This is an optimization exercise on Yosys and OpenROAD, whose aim is small area, not a production implementation. No functional check of the RTL was part of any run shown here. Power is estimated from default activity; no workload was simulated.

==> flow/config.mk <==
export PLATFORM = sky130hd
export DESIGN_NAME = rgb_led
export DESIGN_NICKNAME = rgb_led
export VERILOG_FILES = /design/flow/design.v
export SDC_FILE = /design/flow/constraint.sdc
export NUM_CORES = 4
export LEC_CHECK = 0
export CAP_MARGIN = 20
export CORE_MARGIN = 2
export CORE_UTILIZATION = 40
export GPL_TIMING_DRIVEN = 0
export PLACE_DENSITY = 0.6
export SLEW_MARGIN = 20
==> flow/constraint.sdc <==
create_clock -name core_clock -period 5.0 [get_ports {clk}]
set_input_delay 1.0000 -clock core_clock [delete_from_list [all_inputs] [get_ports {clk}]]
set_output_delay 1.0000 -clock core_clock [all_outputs]
set_load 0.01 [all_outputs]
==> flow/design.v <==
`default_nettype none
module led_rca #(parameter N = 8) (
	input [N-1:0] a,
	input [N-1:0] b,
	input ci,
	output [N-1:0] s,
	output co
);
	wire [N:0] c;
	assign c[0] = ci;
	genvar i;
	generate for (i = 0; i < N; i = i + 1) begin : g
		assign s[i] = a[i] ^ b[i] ^ c[i];
		assign c[i+1] = (a[i] & b[i]) | (c[i] & (a[i] ^ b[i]));
	end endgenerate
	assign co = c[N];
endmodule
module led_cycler(
	input clk,
	input rst,
	input tick,
	input rst_d,
	input tick_d,
	input [16:0] g0,       
	input [16:0] g1,       
	input g1z,             
	output [2:0] rgb       
);
parameter SOFFSET = 0;
parameter SSTART = 0;
	localparam LO = 7;
	localparam HI = 16 - LO;
	localparam [16:0] LAST = 17'd65536 - SOFFSET;    
	localparam [15:0] K1 = SOFFSET;                   
	localparam [15:0] K2 = SOFFSET - 1;               
	reg [1:0] ph;
	reg first;    
	reg w;        
	reg done;     
	wire done_n = (g0 == LAST);
	reg [1:0] ph_n;
	reg first_n, w_n;
	always @(*) begin
		ph_n = ph;
		first_n = first;
		w_n = w;
		if (rst_d) begin
			ph_n = SSTART;
			first_n = 1'b1;
			w_n = 1'b0;
		end else if (tick_d) begin
			if (done) begin
				ph_n = (ph == 2'd2) ? 2'd0 : ph + 2'd1;
				first_n = 1'b0;
				w_n = (SOFFSET != 0);
			end else if (g1[16]) begin
				w_n = 1'b0;
			end
		end
	end
	always @(posedge clk) begin
		ph <= ph_n;
		first <= first_n;
		w <= w_n;
		done <= done_n;
	end
	wire chg = ~rst_d & tick_d & done;
	wire chg_n = ~rst & tick & done_n;
	wire [15:0] k_n = {16{~first_n}} & (w_n ? K2 : K1);
	wire [15:0] k = {16{~first}} & (w ? K2 : K1);
	reg cl_mid;
	wire [LO-1:0] l_lo;
	wire [HI-1:0] l_hi;
	wire cl_lo, cl_unused;
	led_rca #(LO) add_l_lo (g0[LO-1:0], k_n[LO-1:0], 1'b0, l_lo, cl_lo);
	led_rca #(HI) add_l_hi (g1[15:LO], k[15:LO], cl_mid, l_hi, cl_unused);
	reg [LO-1:0] u_lo, d_lo, z_lo;
	reg [HI-1:0] u_hi, d_hi, z_hi;
	reg cu_mid, cd_mid;
	wire [LO-1:0] su_lo, sd_lo;
	wire [HI-1:0] su_hi, sd_hi;
	wire cu_lo, cd_lo, cu, cd;
	led_rca #(LO) add_u_lo (u_lo, l_lo, 1'b0, su_lo, cu_lo);
	led_rca #(LO) add_d_lo (d_lo, ~l_lo, first_n, sd_lo, cd_lo);
	led_rca #(HI) add_u_hi (u_hi, l_hi, cu_mid, su_hi, cu);
	led_rca #(HI) add_d_hi (d_hi, ~l_hi, cd_mid, sd_hi, cd);
	wire lo_run = ~rst & ~chg_n;
	wire lo_rot = ~rst & chg_n;
	wire hi_run = ~rst_d & ~chg;
	wire hi_rot = ~rst_d & chg;
	always @(posedge clk) begin
		cl_mid <= cl_lo;
		cu_mid <= cu_lo;
		cd_mid <= cd_lo;
		u_lo <= {LO{lo_rot}} & z_lo | {LO{lo_run}} & su_lo;
		d_lo <= {LO{lo_rot}} & su_lo | {LO{lo_run}} & sd_lo;
		z_lo <= {LO{lo_rot}} & sd_lo | {LO{lo_run}} & z_lo;
		u_hi <= {HI{hi_rot}} & z_hi | {HI{hi_run}} & su_hi;
		d_hi <= {HI{hi_rot}} & su_hi | {HI{hi_run}} & sd_hi;
		z_hi <= {HI{hi_rot}} & sd_hi | {HI{hi_run}} & z_hi;
	end
	wire od = cd & ~(first & g1z);
	wire [2:0] is_u = {ph == 2'd0, ph == 2'd2, ph == 2'd1};    
	wire [2:0] is_d = {ph == 2'd1, ph == 2'd0, ph == 2'd2};    
	assign rgb = is_u & {3{cu}} | is_d & {3{od}};
endmodule
module rgb_led(
	input  clk,
	input  rst,
	input  tick,
	output [10:0] ledc,
	output [2:0] leda
);
	reg rst_d, tick_d;
	always @(posedge clk) begin
		rst_d <= rst;
		tick_d <= tick;
	end
	reg [16:0] g0, g1;
	always @(posedge clk) begin
		g0 <= rst ? 17'd0 : ~tick ? g0 : g0[16] ? 17'd0 : g0 + 17'd1;
		g1 <= g0;
	end
	wire g1z = ~|g1[15:0];
	wire [2:0] c0, c1, c2, c3, c4, c5, c6, c7, c8, c9, c10;
	led_cycler #(.SOFFSET(0),     .SSTART(0)) ledcyc0  (clk, rst, tick, rst_d, tick_d, g0, g1, g1z, c0);
	led_cycler #(.SOFFSET(17873), .SSTART(0)) ledcyc1  (clk, rst, tick, rst_d, tick_d, g0, g1, g1z, c1);
	led_cycler #(.SOFFSET(35746), .SSTART(0)) ledcyc2  (clk, rst, tick, rst_d, tick_d, g0, g1, g1z, c2);
	led_cycler #(.SOFFSET(53619), .SSTART(0)) ledcyc3  (clk, rst, tick, rst_d, tick_d, g0, g1, g1z, c3);
	led_cycler #(.SOFFSET(5957),  .SSTART(1)) ledcyc4  (clk, rst, tick, rst_d, tick_d, g0, g1, g1z, c4);
	led_cycler #(.SOFFSET(23830), .SSTART(1)) ledcyc5  (clk, rst, tick, rst_d, tick_d, g0, g1, g1z, c5);
	led_cycler #(.SOFFSET(41704), .SSTART(1)) ledcyc6  (clk, rst, tick, rst_d, tick_d, g0, g1, g1z, c6);
	led_cycler #(.SOFFSET(59577), .SSTART(1)) ledcyc7  (clk, rst, tick, rst_d, tick_d, g0, g1, g1z, c7);
	led_cycler #(.SOFFSET(11915), .SSTART(2)) ledcyc8  (clk, rst, tick, rst_d, tick_d, g0, g1, g1z, c8);
	led_cycler #(.SOFFSET(29788), .SSTART(2)) ledcyc9  (clk, rst, tick, rst_d, tick_d, g0, g1, g1z, c9);
	led_cycler #(.SOFFSET(47661), .SSTART(2)) ledcyc10 (clk, rst, tick, rst_d, tick_d, g0, g1, g1z, c10);
	wire [10:0] lcred = {c10[1], c9[1], c8[1], c7[1], c6[1], c5[1], c4[1], c3[1], c2[1], c1[1], c0[1]};
	wire [10:0] lcgrn = {c10[0], c9[0], c8[0], c7[0], c6[0], c5[0], c4[0], c3[0], c2[0], c1[0], c0[0]};
	wire [10:0] lcblu = {c10[2], c9[2], c8[2], c7[2], c6[2], c5[2], c4[2], c3[2], c2[2], c1[2], c0[2]};
	wire [10:0] ledir = lcred | {11{rst_d}};
	wire [10:0] ledig = lcgrn | {11{rst_d}};
	wire [10:0] ledib = lcblu | {11{rst_d}};
	reg [9:0] timer;
	reg [1:0] col;
	reg [10:0] led_out_latch;
	always @(posedge clk) begin
		if (rst) begin
			timer <= 0;
			col <= 2'd3;
			led_out_latch <= 0;
		end else begin
			timer <= timer + 1'b1;
			case (col)
				2'd3: col <= 2'd0;
				2'd0: if (timer == 0) col <= 2'd1;
				2'd1: if (timer == 0) col <= 2'd2;
				default: if (timer == 0) col <= 2'd0;
			endcase
			case (col)
				2'd1: begin
					led_out_latch[0] <= ledig[0];
					led_out_latch[1] <= ledig[1];
					led_out_latch[2] <= ledig[2];
					led_out_latch[3] <= ledig[3];
					led_out_latch[4] <= ledig[4];
					led_out_latch[5] <= ledig[5];
					led_out_latch[6] <= ledig[6];
					led_out_latch[7] <= ledir[7];
					led_out_latch[8] <= ledir[8];
					led_out_latch[9] <= ledig[9];
					led_out_latch[10] <= ledig[10];
				end
				2'd2: begin
					led_out_latch[0] <= ledib[0];
					led_out_latch[1] <= ledir[1];
					led_out_latch[2] <= ledib[2];
					led_out_latch[3] <= ledir[3];
					led_out_latch[4] <= ledib[4];
					led_out_latch[5] <= ledir[5];
					led_out_latch[6] <= ledir[6];
					led_out_latch[7] <= ledib[7];
					led_out_latch[8] <= ledib[8];
					led_out_latch[9] <= ledib[9];
					led_out_latch[10] <= ledib[10];
				end
				default: begin
					led_out_latch[0] <= ledir[0];
					led_out_latch[1] <= ledib[1];
					led_out_latch[2] <= ledir[2];
					led_out_latch[3] <= ledib[3];
					led_out_latch[4] <= ledir[4];
					led_out_latch[5] <= ledib[5];
					led_out_latch[6] <= ledib[6];
					led_out_latch[7] <= ledig[7];
					led_out_latch[8] <= ledig[8];
					led_out_latch[9] <= ledir[9];
					led_out_latch[10] <= ledir[10];
				end
			endcase
		end
	end
	assign ledc = led_out_latch;
	assign leda = {col == 2'd2, col == 2'd1, col[1] == col[0]};
endmodule  
==> flow/run.sh <==
#!/bin/bash
# synth_recipe.tcl (not shown) runs the flow's synth.tcl, then flattens the netlist and writes it again
# the make line also repeats each setting of config.mk as NAME=value (left out here)
make -C /OpenROAD-flow-scripts/flow DESIGN_CONFIG=/design/flow/config.mk WORK_HOME=/design/flow/orfs CLKGATE_MAP_FILE= SYNTH_SCRIPT=/design/flow/synth_recipe.tcl finish
==> notes.md, run 1 <==
f_max about 200 MHz; Boundary Pins 17; Final Slew Violations 0; synthesized net count around 3900; Port Buffer Count 16; # rows between 100 and 150; number of global-route vias before repair 24500; Die W 300 um; TritonCTS Buffers 75; post-route insts no fill 4737; vias per inst around 5; wire per inst between 15 and 20 um; maxcap violations 0; mean post-synth cell area 10.4 um^2; Tot GR Track Use 20.9%; clk sink count ~680; Crit Path Max Fanout 4; dpl cells between 4000 and 5000; Min-Delay Path Class flip-flop to flip-flop; asr flop ratio synth 0%; leakage between 15 and 20 nW; most frequent cells in the layout dfxtp_1, inv_1, nand2_1; total chip power between 0.015 and 0.02 W; initial antenna violation count 1; status complete, but fails checks; clk_skew around 0.017 ns; hold buffers post-CTS 0; WP data arrival 5.57 ns; final worst slack -0.0852 ns; Setup crit start g1[7]; final hold viol count 0; CTS tree yes; initial core utilization 40.4%; post-route ant nets 0; CORE AREA 86900 um^2; final number of setup-violating endpoints 5; Fillers between 7000 and 8000; Cells after Synth about 3400; power per cell area 376 nW/um^2; Worst slew margin a little under a quarter; worst hold margin 0.336 ns; critical path type flip-flop to flip-flop; final wirelength about 92 mm; sequential area share after synthesis a little under 40%; # nets final approximately 4100; DP HPWL between 60 and 70 mm; Post-synth EDFFs 0; most common cell after layout, fill and taps aside dfxtp_1; Fin Setup TNS -0.244 ns; fraction of layout cells with a size suffix above 1 about 18%; DR vias 23800; synthesized flop and latch total ~680; synth unique cells 74; worst r2r src g1[7]; HP Start g0[7]; CTS max path bufs 3; Cell Area, Synth about 35000 um^2; CTS HTree Levels 3; GR Overflow Total 0; synthesis-to-finish area growth 16.9%; DRC errors left 0; die area roughly 90000 um^2; CTS Root Cell clkbuf_16; Top FF cell, synth dfxtp_1; worst slew pin tran about 1.2 ns; violated checks setup timing; drt first pass iters 5; Reg clk slew, reported paths 0.06 ns; CP Launch Type flip-flop; global-route wire length before repair between 100 and 150 mm; largest net degree at the start of global routing 19; unrepaired setup endpoints after global routing true; worst skew pair latency a little over 0.6 ns; Final period util 102%; Setup Slack @ Placement -1.78 ns; initial drt markers 1551; Worst EP required about 5.5 ns; gpl congestion a little under 0.9; Max IR drop VDD around 280 uV; Ys Warns 12; Setup crit end kind flip-flop; die height 300 um; fin crit period around 5.1 ns
-- layer usage --
metal  vias to the layer above  global-route usage (%)  part of all wire [%]
met5                         -                       0                     0
met4                         0                    7.65                   3.3
met3                       157                    3.03                   5.2
met2                       563                    32.5                    45
met1                     11800                    29.7                    47
li1                      11300                       -                     -
-- cell usage after synthesis, drive strengths merged (6+ instances only) --
library cell	number	share of area [%]
xnor2	33	0.82
or3	6	0.12
nand2	397	4.3
buf	77	1.4
xor2	17	0.42
nor3	58	0.87
nor2	77	0.83
nor3b	10	0.27
a22o	119	3.0
nand3	29	0.50
fa	414	24
o31ai	42	0.90
clkbuf	87	0.93
o21ai	303	4.5
mux2i	27	0.77
a21o	58	1.2
nand2b	52	0.93
nand3b	101	2.3
nand4	14	0.25
inv	478	5.1
and3	7	0.12
and2	13	0.23
nor2b	26	0.47
a21oi	49	0.70
dfxtp	675	38
mux2	22	0.71
nor4	19	0.59
or3b	7	0.17
ha	113	4.0
-- path summary, 6_finish.rpt --
path | cells past startpoint | end | slack, ns
max | 19 | led_out_latch[7] | -0.09
min | 0 | g1[7] | 0.34
max reg2reg | 19 | led_out_latch[7] | -0.09
min reg2reg | 0 | g1[7] | 0.34
-- worst max-delay path: stages (launching register included) --
cell and delay, ns:
dfxtp_4 0.45, inv_8 0.08, buf_4 0.15, fa_1 0.55
inv_2 0.06, fa_2 0.34, fa_2 0.35, fa_2 0.36
fa_2 0.36, fa_2 0.35, fa_2 0.34, inv_2 0.07
fa_2 0.19, fa_2 0.20, fa_2 0.22, or2_2 0.11
a31oi_1 0.08, o21ai_1 0.18, o41ai_2 0.10, a211oi_2 0.39
-- registers in the layout, summed over array words and instances (netlist names), 10 cells and up --
signal / count
g0: 17
g1: 17
led_out_latch: 11
timer: 10
-- where the power goes --
| group | total [W] | leakage, nW | switching, W | internal (W) |
|---|---|---|---|---|
| clock | 0.00605 | 1.32 | 0.00234 | 0.00370 |
| sequential | 0.00621 | 5.48 | 0.000230 | 0.00598 |
| combinational | 0.00319 | 10.1 | 0.00175 | 0.00144 |
-- stage by stage --
stage,instance area [um^2],utilization [%]
CTS,40600,46.7
global placement,36800,42.3
finish,41000,47.2
detailed placement,36800,42.3
floorplan,35200,-
global route,41000,47.2
-- logic make-up after synthesis --
family                   count (synthesis)  synth area share (%)
flip-flops                             675                  38.5
AND/OR/NAND/NOR                        843                  12.7
buffers and inverters                  642                  7.41
adder cells (fa/ha/maj)                527                  27.6
multiplexers                            49                  1.48
AO/OA/AOI/OAI                          602                  11.0
XOR/XNOR                                50                  1.25
-- repair_timing --
item | 4_1_cts | 5_1_grt
pin swaps | 91 | 75
gates resized for setup | 268 | 133
setup endpoints to repair | 222 | 48
setup buffers | 31 | 13
endpoints found under the hold margin | 0 | 0
-- cell type report --
cell class | instances | area [um^2] | share of cell area, %
multi-input combinational | 2071 | 20100 | 48.9
sequential | 675 | 13500 | 33.0
clock buffer | 103 | 2240 | 5.46
inverter | 478 | 1810 | 4.41
tap | 1155 | 1450 | 3.52
buffer | 162 | 938 | 2.29
timing repair buffer | 60 | 526 | 1.28
clock inverter | 32 | 455 | 1.11
antenna | 1 | 2.50 | 0.00610
==> run 2: changes to the inputs <==
--- a/flow/config.mk
+++ b/flow/config.mk
@@ -7,7 +7,9 @@
 export LEC_CHECK = 0
 export CAP_MARGIN = 20
 export CORE_MARGIN = 2
-export CORE_UTILIZATION = 40
+export CORE_UTILIZATION = 55
+export CTS_CLUSTER_DIAMETER = 120
+export CTS_CLUSTER_SIZE = 30
 export GPL_TIMING_DRIVEN = 0
-export PLACE_DENSITY = 0.6
+export PLACE_DENSITY = 0.65
 export SLEW_MARGIN = 20
==> notes.md, run 2 <==
global-route wire length before repair 149 mm (was 145 mm); sequential area share after synthesis 38.5% (unchanged); asr flop ratio synth 0% (unchanged); fraction of layout cells with a size suffix above 1 17.3% (was 18.3%); final worst slack -0.163 ns (was -0.0852 ns); Setup crit start g1[7] (unchanged); vias per inst 5.65 (was 5.02); DP HPWL 68.4 mm (was 64.9 mm); fin crit period 5.16 ns (was 5.09 ns); final number of setup-violating endpoints 8 (was 5); initial core utilization 55.6% (was 40.4%); worst r2r src g1[7] (unchanged); maxcap violations 0 (unchanged); CTS tree yes (unchanged); Crit path largest cell delay 0.39 ns (was 0.55 ns); synthesis-to-finish area growth 10.7% (was 16.9%); largest net degree at the start of global routing 32 (was 19); # rows 92 (was 108); drt first pass iters 5 (unchanged); CP bufs+invs 3 (was 4); worst reg-to-reg setup slack -0.16 ns (was -0.09 ns); Top delay family on crit path adder cells (unchanged); worst skew pair latency 0.63 ns (was 0.62 ns); worst hold stages 0 (unchanged); CTS HTree Levels 1 (was 3); Tot GR Track Use 29.2% (was 20.9%); leakage 15.9 nW (was 16.9 nW); final hold viol count 0 (unchanged); placed inst area 36400 um^2 (was 36800 um^2); Setup Slack @ Placement -1.74 ns (was -1.78 ns); Fillers 5119 (was 7898); hold buffers post-CTS 0 (unchanged); status complete, but fails checks (unchanged); post-route ant nets 0 (unchanged); # nets final 4009 (was 4053); Boundary Pins 17 (unchanged); Ys Warns 12 (unchanged); unrepaired setup endpoints after global routing true (unchanged); initial antenna violation count 1 (unchanged); design area 38900 um^2 (was 41000 um^2); most common cell after layout, fill and taps aside dfxtp_1 (unchanged); number of global-route vias before repair 26000 (was 24500); Cells after Synth 3388 (unchanged); Min-Delay Path Class flip-flop to flip-flop (unchanged); Register Area 13600 um^2 (was 13500 um^2); Worst slew margin 22.2% (was 23.2%); antenna cells 0 (was 1); worst reg-to-reg path cell count 27 (was 19); Cell Area, Synth 35100 um^2 (unchanged); Max IR drop VDD 241 uV (was 283 uV); violated checks setup timing (unchanged); DRC errors left 0 (unchanged); worst r2r dst led_out_latch[0] (was led_out_latch[7]); synthesized net count 3918 (unchanged); Top FF cell, synth dfxtp_1 (unchanged); Die W 257 um (was 300 um); Synth top area share 38.5% (unchanged); multi-input logic area 20200 um^2 (was 20100 um^2); Final Slew Violations 0 (unchanged); f_max 194 MHz (was 197 MHz); initial drt markers 2152 (was 1551); most frequent CP cell a21o_1 (was fa_2); critical path type flip-flop to flip-flop (unchanged); final wirelength 95.8 mm (was 92.1 mm); WP depth 27 (was 19); die height 257 um (was 300 um); GR Overflow Total 0 (unchanged); most frequent cells in the layout dfxtp_1, inv_1, nand2_1 (unchanged); gpl congestion 0.923 (was 0.882); CORE AREA 63100 um^2 (was 86900 um^2); DR vias 24500 (was 23800); slowest CP cell fa_2 (was fa_1); Final period util 103% (was 102%); clk_skew 0.0223 ns (was 0.0173 ns); CTS max path bufs 3 (unchanged); CP Launch Type flip-flop (unchanged); WP data arrival 5.67 ns (was 5.57 ns); Post-synth EDFFs 0 (unchanged); Setup crit end kind flip-flop (unchanged); Critical path destination led_out_latch[0] (was led_out_latch[7]); synthesized flop and latch total 675 (unchanged); Worst EP required 5.50 ns (was 5.49 ns); top cells by count, synth dfxtp_1, inv_1, fa_1 (unchanged); wire per inst 22.1 um (was 19.4 um); Yosys top cell by area dfxtp_1 (unchanged); leading registers by flop count g0 (17), g1 (17), led_out_latch (11) (unchanged); Port Buffer Count 16 (unchanged); CTS Root Cell clkbuf_16 (unchanged); TritonCTS Buffers 26 (was 75); Crit Path Max Fanout 4 (unchanged); clk sink count 675 (unchanged); mean post-synth cell area 10.4 um^2 (unchanged); most common cell in the synthesized netlist dfxtp_1 (unchanged); Reg clk slew, reported paths 0.11 ns (was 0.06 ns); synth unique cells 74 (unchanged); largest cells by area after synthesis dfxtp_1, fa_1, inv_1 (unchanged); worst slew pin tran 1.17 ns (was 1.15 ns); power per cell area 314 nW/um^2 (was 376 nW/um^2); die area 65900 um^2 (was 90100 um^2)
[run 2: changes by cell type in the layout (fill, tap and decap cells not counted), moves of 3 or more]
cell / previous run / this run
bufinv_16: 11 / 0
buf_8: 5 / 1
fa_2: 198 / 218
clkbuf_16: 82 / 30
ha_1: 96 / 90
clkbuf_1: 81 / 73
fa_1: 216 / 196
ha_2: 6 / 11
clkinvlp_4: 7 / 3
clkinv_2: 14 / 2
dfxtp_1: 660 / 657
buf_6: 15 / 22
clkbuf_8: 17 / 5
[run 2: repair_timing]
| item | CTS | global route |
|---|---|---|
| cloned | 0 | 1 |
| endpoints found under the setup margin | 254 | 54 |
| resized for setup | 277 | 169 |
| buffers inserted | 28 | 21 |
| pin swaps | 81 | 140 |
[run 2: cell type report]
cell class | instances | area share [%]
plain buffers | 162 | 2.42
flip-flops and latches | 675 | 34.9
inverters | 478 | 4.68
clock buffers | 28 | 1.75
well taps | 846 | 2.72
repair buffers | 65 | 1.53
clock inverters | 3 | 0.0547
multi-input cells | 2071 | 51.9
[run 2: cell families after synthesis]
kind of cell | Yosys count | share of synthesized area [%]
AOI/OAI and AO/OA | 602 | 11.0
xor gates and xnor gates | 50 | 1.25
adders and majority gates | 527 | 27.6
buffers and inverters | 642 | 7.41
DFF | 675 | 38.5
muxes | 49 | 1.48
and+or+nand+nor | 843 | 12.7
[run 2: worst register-to-register path, cell delays in order, from the launching register on]
cell      delay (ns)
dfxtp_4         0.37
buf_12          0.14
clkinv_8        0.07
buf_12          0.14
xnor2_4         0.13
ha_4            0.16
a21o_1          0.18
ha_4            0.16
a21o_1          0.18
ha_4            0.16
a21o_1          0.15
ha_2            0.17
a21o_1          0.16
ha_2            0.17
a21o_1          0.15
ha_2            0.17
a21o_1          0.18
ha_4            0.27
xnor2_2         0.14
ha_2            0.18
a21o_1          0.16
ha_2            0.18
a21o_1          0.18
fa_2            0.39
nor2b_4         0.14
a221o_1         0.30
a32oi_2         0.17
a21oi_2         0.11
[run 2: stage by stage]
stage	hold slack, ns	TNS [ns]	cells	util (%)	power [W]
after detailed placement	0.332	-179.11	4250	57.7	0.00923
after CTS	0.356	-0.270	4308	60.6	0.0121
after global routing	0.363	-2.59	4328	61.6	0.0129
after global placement	0.330	-159.81	4250	57.7	0.00903
final	0.351	-0.522	4328	61.6	0.0122
after floorplan	0.325	-0.0736	3388	-	0.00832
[run 2: power breakdown]
part,internal (W),switching (W),leakage [nW]
Sequential,0.00597,0.000248,5.48
Clock,0.000985,0.00171,0.348
Combinational,0.00146,0.00182,10.1
[run 2: how the worst min path moves through the flow]
stage                         to   start
after floorplan            g1[7]   g0[7]
after global placement     g1[7]   g0[7]
after detailed placement  g1[11]  g0[11]
after CTS                  g1[7]   g0[7]
after global routing       g1[7]   g0[7]
final                     g1[12]  g0[12]
[run 2: layer usage]
layer | vias to the layer above | share of wire, % | GRT usage [%] | wire (um)
li1 | 11100 | - | - | -
met1 | 12300 | 42 | 40.3 | 40700
met2 | 867 | 47 | 47.9 | 44900
met3 | 196 | 6.8 | 3.95 | 6560
met4 | 0 | 3.9 | 9.16 | 3720
met5 | - | 0 | 0 | 0

==> what the ideal ports hide <==
In the flow no input, the clock included, has a driving cell. The finished layouts below were timed again as built, in two steps.
Step 1 (the two cells are an assumption about what drives the block):
set clk [get_ports {clk}]
set_driving_cell -lib_cell sky130_fd_sc_hd__clkbuf_16 $clk
set_driving_cell -lib_cell sky130_fd_sc_hd__buf_2 [delete_from_list [all_inputs] $clk]
Step 2 also shifts input and output timing later by t, the mid clock arrival at the registers, as if the neighbouring blocks saw the same clock.
Three values: no drivers, after step 1, after step 2; two values: the first two.
run	t (ns)	setup slack, ns	worst setup path after step 2
run 1	0.679	-0.085 / -0.085 / -0.085	register to register
run 2	0.684	-0.163 / -0.163 / -0.163	register to register
